From an optimization exercise on the open Yosys and OpenROAD flow, aimed at small area; shortcuts taken in it are not production practice. The RTL was checked by simulation tests, not by an equivalence proof against the original design. No activity file was given, so power comes from the tool's default toggle rates. No driver is modelled on the clock port, so clocking that relies on it looks cheaper here than on a real chip.

==> flow/design.v (excerpt) <==
module selen_l1_cache
(
	input                           clk,
	input                           rst_n,
	input                           l1i_req_val,
	input   [32-1:0]  l1i_req_addr,
	output                          l1i_req_ack,
	output  [32-1:0]  l1i_ack_data,
	input                           l1d_req_val,
	input   [32-1:0]  l1d_req_addr,
	input   [3-1:0]   l1d_req_cop,
	input   [32-1:0]  l1d_req_wdata,
	input   [3-1:0]  l1d_req_size,
	output                          l1d_req_ack,
	output  [32-1:0]  l1d_ack_data,
	input   [32-1:0]  wb_dat_i,
	output  [32-1:0]  wb_dat_o,
	input                           wb_ack_i,
	output  [32-1:0]  wb_adr_o,
	output                          wb_cyc_o,
	input                           wb_stall_i,
	output  [(32 / 8)-1:0]    wb_sel_o,
	output                          wb_stb_o,
	output                          wb_we_o
);
For scale: ~11000 cells after synthesis, ~4900 flip-flops, ~280 I/O pins, ~190000 um^2 of cells after synthesis.
clock: 12.0 ns
lec_check: 0
cap_margin: 20
core_margin: 2
core_utilization: 80
cts_cluster_diameter: 120
cts_cluster_size: 24
place_density: 0.85
slew_margin: 20
run.sh (not shown) runs the stock make flow with config.mk's settings and CLKGATE_MAP_FILE= SYNTH_SCRIPT=/design/flow/synth_recipe.tcl, a recipe that flattens the netlist after the stock synthesis.
The baseline ran to the end with no violations.
Next try:
==> flow/flow/run.sh (new file) <==
#!/bin/bash
# Own layout flow: the standard flow (standard.sh) with these changes:
#  - synthesis maps the logic with an area-oriented ABC script (flow/abc_area.script)
#    in place of ORFS's delay-oriented one; everything else in the synthesis, and so
#    every register, its name and its cell, is the standard synthesis's
#  - the port buffers are sky130_fd_sc_hd__buf_1
#  - clock tree: sink clusters of up to 24 flip-flops within 120 um, no dummy loads
# Each tool's output is in orfs/logs/ (one log per step) and in flow.log here.
set -euo pipefail
W=$(pwd)
F=$W/flow

# The standard flow's synthesis script, with yosys' abc command given our script
{
	echo "proc abc {args} { set i [lsearch -exact \$args -script]; if {\$i >= 0} { lset args [expr {\$i + 1}] $F/abc_area.script }; yosys abc {*}\$args }"
	cat "$W/synth_recipe.tcl"
} > "$W/own_synth.tcl"
sed -e "s#SYNTH_SCRIPT=[^ ]*synth_recipe.tcl#SYNTH_SCRIPT=$W/own_synth.tcl#" "$W/standard.sh" > "$W/own_standard.sh"
grep -q "SYNTH_SCRIPT=$W/own_synth.tcl" "$W/own_standard.sh"

bash "$W/own_standard.sh" \
	"BUFFER_PORTS_ARGS=-buffer_cell sky130_fd_sc_hd__buf_1" \
	"CTS_ARGS=-sink_clustering_enable -repair_clock_nets -sink_clustering_size 24 -sink_clustering_max_diameter 120 -dont_use_dummy_load" \
	finish > "$W/flow.log" 2>&1
==> flow/flow/abc_area.script (new file) <==
strash
&get -n
&fraig -x
&put
scorr
dc2
dretime
strash
&get -n
&dch -f
&nf
&put
buffer -c
topo
stime -c
upsize -c
dnsize -c
==> flow/standard.sh (new file) <==
#!/bin/bash
# synth_recipe.tcl (not shown) runs the flow's synth.tcl, then flattens the netlist and writes it again
# the make line also repeats each setting of config.mk as NAME=value (left out here)
make -C /OpenROAD-flow-scripts/flow DESIGN_CONFIG=/design/flow/config.mk WORK_HOME=/design/flow/orfs CLKGATE_MAP_FILE= SYNTH_SCRIPT=/design/flow/synth_recipe.tcl "${@:-finish}"
--- a/flow/config.mk
+++ b/flow/config.mk
@@ -8,7 +8,5 @@
 export CAP_MARGIN = 20
 export CORE_MARGIN = 2
-export CORE_UTILIZATION = 80
-export CTS_CLUSTER_DIAMETER = 120
-export CTS_CLUSTER_SIZE = 24
-export PLACE_DENSITY = 0.85
+export CORE_UTILIZATION = 70
+export PLACE_DENSITY = 0.75
 export SLEW_MARGIN = 20
removed: flow/run.sh
The new run passed the timing, DRC and antenna checks.
Sequential share of layout area goes up by 3.4 points.
Via count fell by 11%.
Wire length goes down by 12%.
Final area fell by 4.5%.
Count of clock-buffer cells in the layout falls by 53.
Final cell count decreases by 4.6%.
Combinational power decreases by 29%.
Sequential cell count does not change.
Die area rose by 12%.
Power went down by 7.7%.


Another version of the RTL of selen_l1_cache (not shown whole).
For scale: roughly 9000 cells after synthesis, roughly 4900 flip-flops, about 280 I/O pins, roughly 180000 µm² of cells after synthesis.
Settings: LEC_CHECK=0, CAP_MARGIN=20, CORE_MARGIN=2, CORE_UTILIZATION=64, PLACE_DENSITY=0.7, SLEW_MARGIN=20; clock period 12.0 ns.
standard.sh (not shown) runs the stock make flow with config.mk's settings and CLKGATE_MAP_FILE= SYNTH_SCRIPT=/design/flow/synth_recipe.tcl, a recipe that flattens the netlist after the stock synthesis.
==> flow/flow/run.sh <==
#!/bin/bash
# Own layout flow: the standard flow (standard.sh) with these changes:
#  - synthesis maps the logic with an area-oriented ABC script (flow/abc_area.script)
#    in place of ORFS's delay-oriented one; everything else in the synthesis, and so
#    every register, its name and its cell, is the standard synthesis's
#  - the port buffers are sky130_fd_sc_hd__buf_1
#  - clock tree: sink clusters of up to 28 flip-flops within 100 um, clkbuf_8 above the leaves, no dummy loads
# Each tool's output is in orfs/logs/ (one log per step) and in flow.log here.
set -euo pipefail
W=$(pwd)
F=$W/flow

# The standard flow's synthesis script, with yosys' abc command given our script
{
	echo "proc abc {args} { set i [lsearch -exact \$args -script]; if {\$i >= 0} { lset args [expr {\$i + 1}] $F/abc_area.script }; yosys abc {*}\$args }"
	cat "$W/synth_recipe.tcl"
} > "$W/own_synth.tcl"
sed -e "s#SYNTH_SCRIPT=[^ ]*synth_recipe.tcl#SYNTH_SCRIPT=$W/own_synth.tcl#" "$W/standard.sh" > "$W/own_standard.sh"
grep -q "SYNTH_SCRIPT=$W/own_synth.tcl" "$W/own_standard.sh"

bash "$W/own_standard.sh" \
	"BUFFER_PORTS_ARGS=-buffer_cell sky130_fd_sc_hd__buf_1" \
	"CTS_ARGS=-sink_clustering_enable -repair_clock_nets -sink_clustering_size 28 -sink_clustering_max_diameter 100 -tree_buf sky130_fd_sc_hd__clkbuf_8 -dont_use_dummy_load" \
	finish > "$W/flow.log" 2>&1
==> flow/flow/abc_area.script <==
strash
&get -n
&fraig -x
&put
scorr
dc2
dretime
strash
&get -n
&dch -f
&nf -R 1000
&put
The first run finished with timing, DRC and antenna clean.
Then changed:
Settings changed: CORE_UTILIZATION 64 to 70, PLACE_DENSITY 0.7 to 0.75.
=> The new run passed the timing, DRC and antenna checks. Sequential cell count does not change. First-iteration DRC count rises by about 7.5%. Register-to-register slack gets better by 0.93 ns. Count of clock-buffer cells in the layout fell by 5. Cell area fell by about 0.45%. Setup slack got worse by 0.16 ns. Sequential share of layout area rose by 0.35 points. Worst hold slack hardly moves. Synthesized area stays the same. Power falls by 1.3%.

==> separate check: timing with driven ports <==
Ports are ideal in the flow. The routed layouts listed here were re-timed in OpenROAD. Step 1 (the two cells are an assumption about what drives the block):
set clk [get_ports {clk}]
set_driving_cell -lib_cell sky130_fd_sc_hd__clkbuf_16 $clk
set_driving_cell -lib_cell sky130_fd_sc_hd__buf_2 [delete_from_list [all_inputs] $clk]
Step 2 also shifts input and output timing later by t, the mid clock arrival at the registers, as if the neighbouring blocks saw the same clock. Three values: no drivers, after step 1, after step 2; two values: the first two.
run	shift t [ns]	slack for setup (ns)	latest minus earliest clock arrival (ns)	worst register clock-pin slew, ns
the first run of note 1	1.028	1.983 / 1.871 / 2.899	0.051 / 0.051	0.10 / 0.10
the second run of note 1	1.043	1.999 / 1.893 / 2.936	0.075 / 0.075	0.10 / 0.10
the first run of note 2	1.072	1.490 / 1.389 / 2.461	0.107 / 0.107	0.12 / 0.12
the second run of note 2	1.026	1.331 / 1.231 / 2.256	0.095 / 0.095	0.12 / 0.12
After both steps setup and hold are still met in every run listed.
